This is an optimization exercise on Yosys and OpenROAD, whose aim is small area, not a production implementation.
In this exercise RTL edits were held to simulation tests only and were not proved equivalent to the original.
No driver is modelled on the clock port, so clock power and skew are understated where the tree is cut down; a real chip needs a root buffer or a tree.
Power is estimated from default activity; no workload was simulated.

==> run X <==
// motor_controle
module motor_controle (
    input  logic clk,
    input  logic rst,
    input  logic sensor,
    output logic led_red, led_green,
    output logic pino_buzzer,
    output logic pino_in1,
    output logic pino_in2,
    output logic pino_in3,
    output logic pino_in4,
    output logic seg_a,
    output logic seg_b,
    output logic seg_c,
    output logic seg_d,
    output logic seg_e,
    output logic seg_f,
    output logic seg_g
);
Settings: LEC_CHECK=0, CAP_MARGIN=20, CORE_MARGIN=2, CORE_UTILIZATION=60, SLEW_MARGIN=20; clock period 10.0 ns.
standard.sh (not shown) runs the stock make flow with config.mk's settings and CLKGATE_MAP_FILE= SYNTH_SCRIPT=/design/flow/synth_recipe.tcl, a recipe that flattens the netlist after the stock synthesis.
==> flow/flow/run.sh <==
#!/bin/bash
set -euo pipefail
here=$(pwd)
cat flow/abc_head.tcl synth_recipe.tcl > my_synth.tcl
export FLOW_ABC_SCRIPT=$here/flow/area.abc
ports="-buffer_cell sky130_fd_sc_hd__buf_1"
cts="-sink_clustering_enable -repair_clock_nets -dont_use_dummy_load -buf_list sky130_fd_sc_hd__clkbuf_4"
export BUFFER_PORTS_ARGS="$ports" CTS_ARGS="$cts"
bash standard.sh "SYNTH_SCRIPT=$here/my_synth.tcl" "ADDER_MAP_FILE=" \
  "BUFFER_PORTS_ARGS=$ports" "CTS_ARGS=$cts" finish > standard.log 2>&1
==> flow/flow/abc_head.tcl <==
# Map the logic with an area-oriented ABC script ($::env(FLOW_ABC_SCRIPT)) in place of
# ORFS's speed script; everything else is the standard synthesis.
proc abc {args} {
  set i [lsearch -exact $args -script]
  if {$i >= 0} { lset args [expr {$i + 1}] $::env(FLOW_ABC_SCRIPT) }
  yosys abc {*}$args
}
==> flow/flow/area.abc <==
&get -n
&deepsyn -T 20
&put
dch -f
amap
==> run C (differences from run X) <==
==> flow/run.sh (new file) <==
#!/bin/bash
# synth_recipe.tcl (not shown) runs the flow's synth.tcl, then flattens the netlist and writes it again
# the make line also repeats each setting of config.mk as NAME=value (left out here)
make -C /OpenROAD-flow-scripts/flow DESIGN_CONFIG=/design/flow/config.mk WORK_HOME=/design/flow/orfs CLKGATE_MAP_FILE= SYNTH_SCRIPT=/design/flow/synth_recipe.tcl finish
CORE_UTILIZATION = 40   (was 60)
CTS_CLUSTER_DIAMETER = 200   (was not set)
CTS_CLUSTER_SIZE = 60   (was not set)
removed: flow/flow/run.sh
removed: flow/flow/abc_head.tcl
removed: flow/flow/area.abc
removed: flow/standard.sh
==> out/metrics.cfg <==
[pwr]
ir_worst_vdd_mv=0.129
p_sw_share_pct=20.6

[outcome]
status=complete, no violations

[worst_setup_path]
critPathMaxFanout=8
setup.worst_path.start=st[1]

[layout]
clkbuf_count=9
drive_gt1_share_pct=3.88

[timing]
post-route-min-period_ns=4.75

[yosys]
synth.avg_cell_area_um2=9.08

[route]
via_per_inst=5.17

[floorplan]
fp.dieH_um=60.1

Source of the figures above: run X

==> out/metrics.cfg <==
[worst_hold_path]
hold_path_end=a[2]

[worst_setup_path]
setup.worst_path.start=st[2]
r2r-start=a[0]
r2r_slack_ns=7.88
critPathMaxFanout=25

[layout]
drive_gt1_share_pct=8.59
clkbuf_count=10

[timing]
post-route-min-period_ns=4.24
post-route-period-util_pct=42.4

[route]
via_per_inst=4.87
wl_per_cell_um=11.1

[pwr]
p_sw_share_pct=20.1

[outcome]
status=complete, no violations

[yosys]
synth.avg_cell_area_um2=9.26

Source of the figures above: run C


---

==> amber: inputs <==
==> flow/design.v <==
module motor_controle (
    input  logic clk,
    input  logic rst,
    input  logic sensor,
    output logic led_red, led_green,
    output logic pino_buzzer,
    output logic pino_in1,
    output logic pino_in2,
    output logic pino_in3,
    output logic pino_in4,
    output logic seg_a,
    output logic seg_b,
    output logic seg_c,
    output logic seg_d,
    output logic seg_e,
    output logic seg_f,
    output logic seg_g
);
    logic [11:0] deb;
    logic sensor_filtrado, sensor_antigo_filtrado;
    wire deb_sat = deb[0] & ~deb[1] & deb[2] & deb[4] & ~deb[5] & deb[6] & ~deb[7] & deb[8] & ~deb[9] & deb[10] & ~deb[11];
    wire deb_hold = deb[0] & ~deb[1] & deb[2] & deb[4] & ~deb[5] & deb[6] & ~deb[7] & deb[8] & ~deb[9] & deb[10];
    wire deb_fb = deb_hold ? 1'b1 : ~(deb[11] ^ (deb[3] | ~deb[6]));
    wire deb_clr = rst | (sensor ^ sensor_filtrado);
    always_ff @(posedge clk) begin
        deb <= deb_clr ? 12'b100010010010 : {~deb[10:0], deb_fb};
        if (rst) sensor_filtrado <= 1'b0;
        else if (deb_sat) sensor_filtrado <= sensor;
        sensor_antigo_filtrado <= sensor_filtrado;
    end
    wire pulso_limpo = sensor_filtrado & ~sensor_antigo_filtrado;
    logic [5:0] a;        
    logic tom_onda;
    wire a_end = a[0] & ~a[2] & ~a[3] & a[5];
    always_ff @(posedge clk) begin
        a <= (rst | a_end) ? 6'b011100 : {~a[4:0], a[0] ^ a[5]};
        tom_onda <= ~rst & (tom_onda ^ a_end);
    end
    logic [9:0] b;        
    logic pulso_onda;
    wire b_end = ~b[0] & ~b[1] & ~b[2] & ~b[3] & ~b[4] & ~b[5] & b[6] & ~b[7] & ~b[8] & ~b[9];
    wire b_en = a_end & tom_onda;
    wire b_adv = b_en & ~b_end & ~rst;
    wire b_hold = ~b_en & ~rst;
    always_ff @(posedge clk) begin
        b <= ({10{b_adv}} & {b[8:0], ~(b[2] ^ b[9])}) | ({10{b_hold}} & b);
        pulso_onda <= ~rst & (pulso_onda ^ (b_en & b_end));
    end
    logic motor;
    logic [2:0] cnt;
    logic [7:0] c;
    wire c_end = c[0] & c[1] & c[2] & c[4] & c[5] & c[7];
    wire motor_start = ~motor & (cnt == 3'd5);
    wire cnt_inc = motor ? c_end : pulso_limpo;
    logic motor_end;
    logic [2:0] cnt_next;    
    always_comb begin
        case (cnt)
            3'd0: cnt_next = 3'd1;
            3'd1: cnt_next = 3'd2;
            3'd2: cnt_next = 3'd3;
            3'd3: cnt_next = 3'd4;
            3'd4: cnt_next = 3'd5;
            3'd5: cnt_next = 3'd6;
            3'd6: cnt_next = 3'd7;
            default: cnt_next = 3'd0;
        endcase
    end
    always_ff @(posedge clk) begin
        if (rst) motor <= 1'b0;
        else if (motor_start) motor <= 1'b1;
        else if (motor_end) motor <= 1'b0;
        if (rst | motor_start) cnt <= 3'd0;
        else if (cnt_inc) cnt <= cnt_next;
        c <= (~motor | c_end) ? 8'b00001011 : {~c[6:0], c[2] ^ c[7]};
    end
    logic [10:0] u;
    wire u_end = u[0] & u[1] & ~u[2] & u[3] & u[4] & ~u[5] & ~u[8] & ~u[10];
    wire u_step = c_end & (cnt == 3'd7);
    wire u_adv = motor & u_step;
    wire u_hold = motor & ~u_step;
    always_ff @(posedge clk) begin
        u <= ({11{u_adv}} & {u[9:0], ~(u[1] ^ u[10])}) | ({11{u_hold}} & u);
    end
    assign motor_end = u_end;
    logic [3:0] passo_atual;
    always_comb begin
        case (cnt)
            3'd0: passo_atual = 4'b1000;
            3'd1: passo_atual = 4'b1100;
            3'd2: passo_atual = 4'b0100;
            3'd3: passo_atual = 4'b0110;
            3'd4: passo_atual = 4'b0010;
            3'd5: passo_atual = 4'b0011;
            3'd6: passo_atual = 4'b0001;
            default: passo_atual = 4'b1001;
        endcase
    end
    assign led_red = motor;
    assign led_green = ~motor;
    assign pino_buzzer = tom_onda & pulso_onda & motor;
    assign {pino_in1, pino_in2, pino_in3, pino_in4} = motor ? passo_atual : 4'b0000;
    logic [6:0] seg_vetor;
    always_comb begin
        if (motor) seg_vetor = 7'b0010010;
        else case (cnt)
            3'd0: seg_vetor = 7'b1000000;
            3'd1: seg_vetor = 7'b1111001;
            3'd2: seg_vetor = 7'b0100100;
            3'd3: seg_vetor = 7'b0110000;
            3'd4: seg_vetor = 7'b0011001;
            default: seg_vetor = 7'b0010010;
        endcase
    end
    assign {seg_g, seg_f, seg_e, seg_d, seg_c, seg_b, seg_a} = seg_vetor;
endmodule
==> flow/flow/run.sh <==
#!/bin/bash
set -euo pipefail
here=$(pwd)
cat flow/abc_head.tcl synth_recipe.tcl > my_synth.tcl
export FLOW_ABC_SCRIPT=$here/flow/area.abc
ports="-buffer_cell sky130_fd_sc_hd__buf_1"
cts="-sink_clustering_enable -repair_clock_nets -dont_use_dummy_load -buf_list sky130_fd_sc_hd__clkbuf_4"
export BUFFER_PORTS_ARGS="$ports" CTS_ARGS="$cts"
export POST_CTS_TCL=$here/flow/clock_buffers.tcl CLOCK_BUFFERS=2 CLOCK_BUFFER_CELL=sky130_fd_sc_hd__buf_12
bash standard.sh "SYNTH_SCRIPT=$here/my_synth.tcl" "ADDER_MAP_FILE=" \
  "MIN_BUF_CELL_AND_PORTS=sky130_fd_sc_hd__buf_1 A X" "BUFFER_PORTS_ARGS=$ports" "CTS_ARGS=$cts" "POST_CTS_TCL=$POST_CTS_TCL" finish > standard.log 2>&1
==> flow/flow/abc_head.tcl <==
# Map the logic with an area-oriented ABC script ($::env(FLOW_ABC_SCRIPT)) in place of
# ORFS's speed script; everything else is the standard synthesis.
proc abc {args} {
  set i [lsearch -exact $args -script]
  if {$i >= 0} { lset args [expr {$i + 1}] $::env(FLOW_ABC_SCRIPT) }
  yosys abc {*}$args
}
==> flow/flow/area.abc <==
&get -n
&st
&dch -f
&nf -R 1000 -p -C 32 -F 8 -A 8
&put
&get -n
&st
&dch -f
&nf -R 1000 -p -C 32 -F 8 -A 8
&put
==> flow/flow/clock_buffers.tcl <==
set block [ord::get_db_block]
set clkbuf_master [[ord::get_db] findMaster $::env(CLOCK_BUFFER_CELL)]
set clk_net [$block findNet clk]
set sinks {}
set old_insts {}
set old_nets {}
# walk the tree from the clock port
set todo [list $clk_net]
while {[llength $todo] > 0} {
  set net [lindex $todo 0]
  set todo [lrange $todo 1 end]
  foreach it [$net getITerms] {
    set inst [$it getInst]
    if {![$it isInputSignal] && [$it getIoType] ne "INPUT"} { continue }
    set m [[$inst getMaster] getName]
    if {[string match "sky130_fd_sc_hd__clkbuf_*" $m] || [string match "sky130_fd_sc_hd__clkinv*" $m] || [string match "sky130_fd_sc_hd__buf_*" $m]} {
      if {[string match "sky130_fd_sc_hd__clkinv*" $m]} { error "unexpected clock inverter [$inst getName]" }
      lappend old_insts $inst
      foreach ot [$inst getITerms] {
        if {[$ot isOutputSignal]} {
          set on [$ot getNet]
          if {$on ne "NULL"} { lappend todo $on; lappend old_nets $on }
        }
      }
    } else {
      lappend sinks $it
    }
  }
}
puts "clock buffers: [llength $sinks] sinks, removing [llength $old_insts] buffers"
# split the sinks into K groups of equal size by position (balanced k-means), one buffer
# per group
set K $::env(CLOCK_BUFFERS)
set pts {}
foreach it $sinks {
  set b [[$it getInst] getBBox]
  lappend pts [list [expr {([$b xMin] + [$b xMax]) / 2.0}] [expr {([$b yMin] + [$b yMax]) / 2.0}]]
}
set n [llength $sinks]
set cents {}
for {set k 0} {$k < $K} {incr k} {
  set p [lindex [lsort -real -index 0 $pts] [expr {int(($k + 0.5) * $n / $K)}]]
  lappend cents $p
}
for {set iter 0} {$iter < 30} {incr iter} {
  # balanced assignment: closest (sink, group) pairs first, at most ceil(n/K) sinks a group
  set cap [expr {($n + $K - 1) / $K}]
  set pairs {}
  set i 0
  foreach p $pts {
    for {set k 0} {$k < $K} {incr k} {
      set c [lindex $cents $k]
      lappend pairs [list [expr {pow([lindex $p 0] - [lindex $c 0], 2) + pow([lindex $p 1] - [lindex $c 1], 2)}] $i $k]
    }
    incr i
  }
  set assign [lrepeat $n -1]
  set fill [lrepeat $K 0]
  foreach pr [lsort -real -index 0 $pairs] {
    lassign $pr d i k
    if {[lindex $assign $i] < 0 && [lindex $fill $k] < $cap} {
      lset assign $i $k
      lset fill $k [expr {[lindex $fill $k] + 1}]
    }
  }
  set nc {}
  for {set k 0} {$k < $K} {incr k} {
    set sx 0; set sy 0; set m 0
    foreach p $pts a $assign { if {$a == $k} { set sx [expr {$sx + [lindex $p 0]}]; set sy [expr {$sy + [lindex $p 1]}]; incr m } }
    if {$m > 0} { lappend nc [list [expr {$sx / $m}] [expr {$sy / $m}]] } else { lappend nc [lindex $cents $k] }
  }
  set cents $nc
}
foreach it $sinks { $it disconnect }
foreach inst $old_insts { odb::dbInst_destroy $inst }
foreach net $old_nets { odb::dbNet_destroy $net }
for {set k 0} {$k < $K} {incr k} {
  set buf [odb::dbInst_create $block $clkbuf_master "clkbuf_grp_$k"]
  set out_net [odb::dbNet_create $block "clknet_grp_$k"]
  $out_net setSigType CLOCK
  foreach it [$buf getITerms] {
    set mt [$it getMTerm]
    if {[$mt getName] eq "A"} { $it connect $clk_net }
    if {[$mt getName] eq "X"} { $it connect $out_net }
  }
  set m 0
  foreach it $sinks a $assign { if {$a == $k} { $it connect $out_net; incr m } }
  set c [lindex $cents $k]
  $buf setLocation [expr {int([lindex $c 0])}] [expr {int([lindex $c 1])}]
  $buf setPlacementStatus PLACED
  puts "clock buffer $k: $m sinks"
}
detailed_placement
check_placement -verbose
estimate_parasitics -placement
report_clock_skew
report_check_types -max_slew -max_capacitance
==> flow/standard.sh <==
#!/bin/bash
# synth_recipe.tcl (not shown) runs the flow's synth.tcl, then flattens the netlist and writes it again
# the make line also repeats each setting of config.mk as NAME=value (left out here)
make -C /OpenROAD-flow-scripts/flow DESIGN_CONFIG=/design/flow/config.mk WORK_HOME=/design/flow/orfs CLKGATE_MAP_FILE= SYNTH_SCRIPT=/design/flow/synth_recipe.tcl "${@:-finish}"
==> flow/config.mk <==
export PLATFORM = sky130hd
export DESIGN_NAME = motor_controle
export DESIGN_NICKNAME = motor_controle
export VERILOG_FILES = /design/flow/design.v
export SDC_FILE = /design/flow/constraint.sdc
export NUM_CORES = 4
export LEC_CHECK = 0
export CAP_MARGIN = 20
export CORE_MARGIN = 2
export CORE_UTILIZATION = 45
export SLEW_MARGIN = 20
==> flow/constraint.sdc <==
create_clock -name core_clock -period 10.0 [get_ports {clk}]
set_input_delay 2.0000 -clock core_clock [delete_from_list [all_inputs] [get_ports {clk}]]
set_output_delay 2.0000 -clock core_clock [all_outputs]
set_load 0.01 [all_outputs]
==> inputs of harbor, as changes to amber <==
--- a/flow/design.v
+++ b/flow/design.v
@@ -47,35 +47,37 @@
         pulso_onda <= ~rst & (pulso_onda ^ (b_en & b_end));
     end
-    logic motor;
-    logic [2:0] cnt;
-    logic [7:0] c;
-    wire c_end = c[0] & c[1] & c[2] & c[4] & c[5] & c[7];
-    wire motor_start = ~motor & (cnt == 3'd5);
-    wire cnt_inc = motor ? c_end : pulso_limpo;
+    logic [2:0] st;
+    localparam logic [2:0] ST_0 = 3'd0, ST_1 = 3'd1, ST_2 = 3'd2, ST_3 = 3'd3,
+                           ST_4 = 3'd5, ST_5 = 3'd7, ST_M = 3'd4;
+    wire motor = (st == ST_M);
     logic motor_end;
-    logic [2:0] cnt_next;    
+    logic [2:0] st_next;
     always_comb begin
-        case (cnt)
-            3'd0: cnt_next = 3'd1;
-            3'd1: cnt_next = 3'd2;
-            3'd2: cnt_next = 3'd3;
-            3'd3: cnt_next = 3'd4;
-            3'd4: cnt_next = 3'd5;
-            3'd5: cnt_next = 3'd6;
-            3'd6: cnt_next = 3'd7;
-            default: cnt_next = 3'd0;
+        case (st)
+            ST_0: st_next = pulso_limpo ? ST_1 : ST_0;
+            ST_1: st_next = pulso_limpo ? ST_2 : ST_1;
+            ST_2: st_next = pulso_limpo ? ST_3 : ST_2;
+            ST_3: st_next = pulso_limpo ? ST_4 : ST_3;
+            ST_4: st_next = pulso_limpo ? ST_5 : ST_4;
+            ST_5: st_next = ST_M;
+            ST_M: st_next = motor_end ? ST_0 : ST_M;
+            default: st_next = ST_0;
         endcase
     end
     always_ff @(posedge clk) begin
-        if (rst) motor <= 1'b0;
-        else if (motor_start) motor <= 1'b1;
-        else if (motor_end) motor <= 1'b0;
-        if (rst | motor_start) cnt <= 3'd0;
-        else if (cnt_inc) cnt <= cnt_next;
+        if (rst) st <= ST_0;
+        else st <= st_next;
+    end
+    logic [7:0] c;
+    logic [2:0] idx;
+    wire c_end = c[0] & c[1] & c[2] & c[4] & c[5] & c[7];
+    always_ff @(posedge clk) begin
         c <= (~motor | c_end) ? 8'b00001011 : {~c[6:0], c[2] ^ c[7]};
+        if (~motor) idx <= 3'd0;
+        else if (c_end) idx <= idx + 3'd1;
     end
     logic [10:0] u;
     wire u_end = u[0] & u[1] & ~u[2] & u[3] & u[4] & ~u[5] & ~u[8] & ~u[10];
-    wire u_step = c_end & (cnt == 3'd7);
+    wire u_step = c_end & (idx == 3'd7);
     wire u_adv = motor & u_step;
     wire u_hold = motor & ~u_step;
@@ -86,5 +88,5 @@
     logic [3:0] passo_atual;
     always_comb begin
-        case (cnt)
+        case (idx)
             3'd0: passo_atual = 4'b1000;
             3'd1: passo_atual = 4'b1100;
@@ -103,11 +105,10 @@
     logic [6:0] seg_vetor;
     always_comb begin
-        if (motor) seg_vetor = 7'b0010010;
-        else case (cnt)
-            3'd0: seg_vetor = 7'b1000000;
-            3'd1: seg_vetor = 7'b1111001;
-            3'd2: seg_vetor = 7'b0100100;
-            3'd3: seg_vetor = 7'b0110000;
-            3'd4: seg_vetor = 7'b0011001;
+        case (st)
+            ST_0: seg_vetor = 7'b1000000;
+            ST_1: seg_vetor = 7'b1111001;
+            ST_2: seg_vetor = 7'b0100100;
+            ST_3: seg_vetor = 7'b0110000;
+            ST_4: seg_vetor = 7'b0011001;
             default: seg_vetor = 7'b0010010;
         endcase
==> flow/flow/run.sh (replaced) <==
#!/bin/bash
set -euo pipefail
here=$(pwd)
cat flow/abc_head.tcl synth_recipe.tcl > my_synth.tcl
export FLOW_ABC_SCRIPT=$here/flow/area.abc
ports="-buffer_cell sky130_fd_sc_hd__buf_1"
cts="-sink_clustering_enable -repair_clock_nets -dont_use_dummy_load -buf_list sky130_fd_sc_hd__clkbuf_4"
export BUFFER_PORTS_ARGS="$ports" CTS_ARGS="$cts"
export POST_CTS_TCL=$here/flow/clock_buffers.tcl CLOCK_BUFFERS=3 CLOCK_BUFFER_CELL=sky130_fd_sc_hd__clkbuf_8
bash standard.sh "SYNTH_SCRIPT=$here/my_synth.tcl" "ADDER_MAP_FILE=" \
  "BUFFER_PORTS_ARGS=$ports" "CTS_ARGS=$cts" "POST_CTS_TCL=$POST_CTS_TCL" finish > standard.log 2>&1
==> flow/flow/area.abc (replaced) <==
&get -n
&st
&dch -f
&nf -R 1000 -p -C 32 -F 8 -A 8
&put
--- a/flow/flow/clock_buffers.tcl
+++ b/flow/flow/clock_buffers.tcl
@@ -29,6 +29,5 @@
 }
 puts "clock buffers: [llength $sinks] sinks, removing [llength $old_insts] buffers"
-# split the sinks into K groups of equal size by position (balanced k-means), one buffer
-# per group
+# split the sinks into K groups by position (k-means), one buffer per group
 set K $::env(CLOCK_BUFFERS)
 set pts {}
@@ -44,23 +43,13 @@
 }
 for {set iter 0} {$iter < 30} {incr iter} {
-  # balanced assignment: closest (sink, group) pairs first, at most ceil(n/K) sinks a group
-  set cap [expr {($n + $K - 1) / $K}]
-  set pairs {}
-  set i 0
+  set assign {}
   foreach p $pts {
+    set best 0; set bd 1e30
     for {set k 0} {$k < $K} {incr k} {
       set c [lindex $cents $k]
-      lappend pairs [list [expr {pow([lindex $p 0] - [lindex $c 0], 2) + pow([lindex $p 1] - [lindex $c 1], 2)}] $i $k]
+      set d [expr {pow([lindex $p 0] - [lindex $c 0], 2) + pow([lindex $p 1] - [lindex $c 1], 2)}]
+      if {$d < $bd} { set bd $d; set best $k }
     }
-    incr i
-  }
-  set assign [lrepeat $n -1]
-  set fill [lrepeat $K 0]
-  foreach pr [lsort -real -index 0 $pairs] {
-    lassign $pr d i k
-    if {[lindex $assign $i] < 0 && [lindex $fill $k] < $cap} {
-      lset assign $i $k
-      lset fill $k [expr {[lindex $fill $k] + 1}]
-    }
+    lappend assign $best
   }
   set nc {}
Settings changed: CORE_UTILIZATION 45 to 60.
==> inputs of indigo, as changes to amber <==
--- a/flow/design.v
+++ b/flow/design.v
@@ -47,35 +47,37 @@
         pulso_onda <= ~rst & (pulso_onda ^ (b_en & b_end));
     end
-    logic motor;
-    logic [2:0] cnt;
-    logic [7:0] c;
-    wire c_end = c[0] & c[1] & c[2] & c[4] & c[5] & c[7];
-    wire motor_start = ~motor & (cnt == 3'd5);
-    wire cnt_inc = motor ? c_end : pulso_limpo;
+    logic [2:0] st;
+    localparam logic [2:0] ST_0 = 3'd0, ST_1 = 3'd1, ST_2 = 3'd2, ST_3 = 3'd3,
+                           ST_4 = 3'd5, ST_5 = 3'd7, ST_M = 3'd4;
+    wire motor = (st == ST_M);
     logic motor_end;
-    logic [2:0] cnt_next;    
+    logic [2:0] st_next;
     always_comb begin
-        case (cnt)
-            3'd0: cnt_next = 3'd1;
-            3'd1: cnt_next = 3'd2;
-            3'd2: cnt_next = 3'd3;
-            3'd3: cnt_next = 3'd4;
-            3'd4: cnt_next = 3'd5;
-            3'd5: cnt_next = 3'd6;
-            3'd6: cnt_next = 3'd7;
-            default: cnt_next = 3'd0;
+        case (st)
+            ST_0: st_next = pulso_limpo ? ST_1 : ST_0;
+            ST_1: st_next = pulso_limpo ? ST_2 : ST_1;
+            ST_2: st_next = pulso_limpo ? ST_3 : ST_2;
+            ST_3: st_next = pulso_limpo ? ST_4 : ST_3;
+            ST_4: st_next = pulso_limpo ? ST_5 : ST_4;
+            ST_5: st_next = ST_M;
+            ST_M: st_next = motor_end ? ST_0 : ST_M;
+            default: st_next = ST_0;
         endcase
     end
     always_ff @(posedge clk) begin
-        if (rst) motor <= 1'b0;
-        else if (motor_start) motor <= 1'b1;
-        else if (motor_end) motor <= 1'b0;
-        if (rst | motor_start) cnt <= 3'd0;
-        else if (cnt_inc) cnt <= cnt_next;
+        if (rst) st <= ST_0;
+        else st <= st_next;
+    end
+    logic [7:0] c;
+    logic [2:0] idx;
+    wire c_end = c[0] & c[1] & c[2] & c[4] & c[5] & c[7];
+    always_ff @(posedge clk) begin
         c <= (~motor | c_end) ? 8'b00001011 : {~c[6:0], c[2] ^ c[7]};
+        if (~motor) idx <= 3'd0;
+        else if (c_end) idx <= idx + 3'd1;
     end
     logic [10:0] u;
     wire u_end = u[0] & u[1] & ~u[2] & u[3] & u[4] & ~u[5] & ~u[8] & ~u[10];
-    wire u_step = c_end & (cnt == 3'd7);
+    wire u_step = c_end & (idx == 3'd7);
     wire u_adv = motor & u_step;
     wire u_hold = motor & ~u_step;
@@ -86,5 +88,5 @@
     logic [3:0] passo_atual;
     always_comb begin
-        case (cnt)
+        case (idx)
             3'd0: passo_atual = 4'b1000;
             3'd1: passo_atual = 4'b1100;
@@ -103,11 +105,10 @@
     logic [6:0] seg_vetor;
     always_comb begin
-        if (motor) seg_vetor = 7'b0010010;
-        else case (cnt)
-            3'd0: seg_vetor = 7'b1000000;
-            3'd1: seg_vetor = 7'b1111001;
-            3'd2: seg_vetor = 7'b0100100;
-            3'd3: seg_vetor = 7'b0110000;
-            3'd4: seg_vetor = 7'b0011001;
+        case (st)
+            ST_0: seg_vetor = 7'b1000000;
+            ST_1: seg_vetor = 7'b1111001;
+            ST_2: seg_vetor = 7'b0100100;
+            ST_3: seg_vetor = 7'b0110000;
+            ST_4: seg_vetor = 7'b0011001;
             default: seg_vetor = 7'b0010010;
         endcase
==> flow/flow/run.sh (replaced) <==
#!/bin/bash
set -euo pipefail
here=$(pwd)
cat flow/abc_head.tcl synth_recipe.tcl > my_synth.tcl
export FLOW_ABC_SCRIPT=$here/flow/area.abc
ports="-buffer_cell sky130_fd_sc_hd__buf_1"
cts="-sink_clustering_enable -repair_clock_nets -dont_use_dummy_load -buf_list sky130_fd_sc_hd__clkbuf_4"
export BUFFER_PORTS_ARGS="$ports" CTS_ARGS="$cts"
export POST_CTS_TCL=$here/flow/clock_buffers.tcl CLOCK_BUFFERS=2 CLOCK_BUFFER_CELL=sky130_fd_sc_hd__clkbuf_16
bash standard.sh "SYNTH_SCRIPT=$here/my_synth.tcl" "ADDER_MAP_FILE=" \
  "BUFFER_PORTS_ARGS=$ports" "CTS_ARGS=$cts" "POST_CTS_TCL=$POST_CTS_TCL" finish > standard.log 2>&1
==> flow/flow/area.abc (replaced) <==
&get -n
&st
&dch -f
&nf -R 1000 -p -C 32 -F 8 -A 8
&put
--- a/flow/flow/clock_buffers.tcl
+++ b/flow/flow/clock_buffers.tcl
@@ -29,6 +29,5 @@
 }
 puts "clock buffers: [llength $sinks] sinks, removing [llength $old_insts] buffers"
-# split the sinks into K groups of equal size by position (balanced k-means), one buffer
-# per group
+# split the sinks into K groups by position (k-means), one buffer per group
 set K $::env(CLOCK_BUFFERS)
 set pts {}
@@ -44,23 +43,13 @@
 }
 for {set iter 0} {$iter < 30} {incr iter} {
-  # balanced assignment: closest (sink, group) pairs first, at most ceil(n/K) sinks a group
-  set cap [expr {($n + $K - 1) / $K}]
-  set pairs {}
-  set i 0
+  set assign {}
   foreach p $pts {
+    set best 0; set bd 1e30
     for {set k 0} {$k < $K} {incr k} {
       set c [lindex $cents $k]
-      lappend pairs [list [expr {pow([lindex $p 0] - [lindex $c 0], 2) + pow([lindex $p 1] - [lindex $c 1], 2)}] $i $k]
+      set d [expr {pow([lindex $p 0] - [lindex $c 0], 2) + pow([lindex $p 1] - [lindex $c 1], 2)}]
+      if {$d < $bd} { set bd $d; set best $k }
     }
-    incr i
-  }
-  set assign [lrepeat $n -1]
-  set fill [lrepeat $K 0]
-  foreach pr [lsort -real -index 0 $pairs] {
-    lassign $pr d i k
-    if {[lindex $assign $i] < 0 && [lindex $fill $k] < $cap} {
-      lset assign $i $k
-      lset fill $k [expr {[lindex $fill $k] + 1}]
-    }
+    lappend assign $best
   }
   set nc {}
Settings changed: CORE_UTILIZATION 45 to 60.
==> comparison <==
- Between amber and indigo, the lower die area is in indigo (gap 27%, measured against indigo).
- Setup slack: harbor < indigo < amber.
- Between amber and harbor, the lower area after synthesis is in amber (gap 3.3%, measured against harbor).
- Between harbor and indigo, the lower hold slack is in harbor (gap 4.1 ps).
- Global-route usage, highest first: harbor, indigo, amber.
- Sequential share of layout area: harbor > indigo > amber.
- Sequential power: amber is smaller than harbor (about 3%).
- Between amber and harbor, the lower wire length is in amber (gap 3.2%, measured against harbor).
- harbor went through all stages and came out clean. amber completed without violations. indigo finished with timing, DRC and antenna clean.
- Of harbor and amber, amber has the higher combinational power (gap about 8%, measured against amber).
- Final cell count: amber is higher than indigo (5.2%).
- In sequential cell count, indigo and harbor do not differ.
==> figures <==
Power drawn by the sequential cells: indigo 0.000232 W; amber 0.000224 W; harbor 0.000232 W
Internal power of the cells: indigo 0.0002688 W; amber 0.0002568 W; harbor 0.0002600 W
Worst reg2reg path endpoint: indigo b[5]; amber u[4]; harbor b[5]
Worst Hold Margin: indigo 371.9 ps; amber 379.1 ps; harbor 367.9 ps
Synthesized flop and latch total: indigo 57; amber 55; harbor 57
Sum of met3 wire segment lengths after detailed routing: indigo 92 um; amber 110 um; harbor 116 um
Final Worst Setup Slack: indigo 6445 ps; amber 6681 ps; harbor 6440 ps
Clock skew: indigo 5.116 ps; amber 7.288 ps; harbor 23.57 ps
Placed Area: indigo 0.001962 mm2; amber 0.001916 mm2; harbor 0.001962 mm2
Inverter count of the layout excluding clock inverters: indigo 1; amber 2; harbor 1
Status: indigo finished clean; amber finished clean; harbor finished clean
Launching element of the worst setup path: indigo st[0]; amber motor; harbor st[1]
Measured slew at the worst slew-check pin: indigo 968.9 ps; amber 779.3 ps; harbor 972.2 ps
Fraction of standard cell area in multi-input logic: indigo 0.3520; amber 0.3546; harbor 0.3535
Via count of the first global-routing pass: indigo 1156; amber 1167; harbor 1169
Overall power after layout: indigo 0.0003239 W; amber 0.0003119 W; harbor 0.0003174 W
CTS sink count: indigo 57; amber 55; harbor 57
Post-synthesis simple-gate area fraction: indigo 0.2125; amber 0.1961; harbor 0.2125
Fin crit period: indigo 3555 ps; amber 3319 ps; harbor 3560 ps
Overall via count from detail_route: indigo 1340; amber 1290; harbor 1341
Worst Reg2Reg Path Length in Cells: indigo 5; amber 3; harbor 5
Detail-routed via count per cell: indigo 5.801; amber 5.309; harbor 5.780
Leakage power: indigo 0.7336 nW; amber 0.7045 nW; harbor 0.7305 nW
No run of this note takes its clock network from TritonCTS; it comes from the design's own scripts or RTL.

[port drivers added, routing unchanged]
Ports are ideal in the flow. The routed layouts listed here were re-timed in OpenROAD.
Step 1 assumes that a clkbuf_16 drives the clock port and a buf_2 every other input.
Step 2 moves the port delays by t, midway between the first and last clock arrival at a register: inputs arrive t later, outputs are due t later. That takes back most of the time a late clock gives input paths.
a / b / c = ideal / step 1 / step 2; a / b = the first two.
| run | shift t [ns] | setup slack, ns | slew at the worst register clock pin (ns) | worst slew at a driven data input, ns |
|---|---|---|---|---|
| run X | 0.383 | 5.247 / 5.225 / 5.608 | 0.09 / 0.09 | 0.03 |
| run C | 0.348 | 5.761 / 5.735 / 6.083 | 0.07 / 0.07 | 0.03 |
| amber | 0.175 | 6.681 / 6.635 / 6.791 | 0.10 / 0.10 | 0.03 |
| harbor | 0.207 | 6.440 / 6.396 / 6.581 | 0.12 / 0.12 | 0.03 |
| indigo | 0.197 | 6.445 / 6.403 / 6.592 | 0.10 / 0.10 | 0.03 |
After both steps every run listed still meets setup and hold.
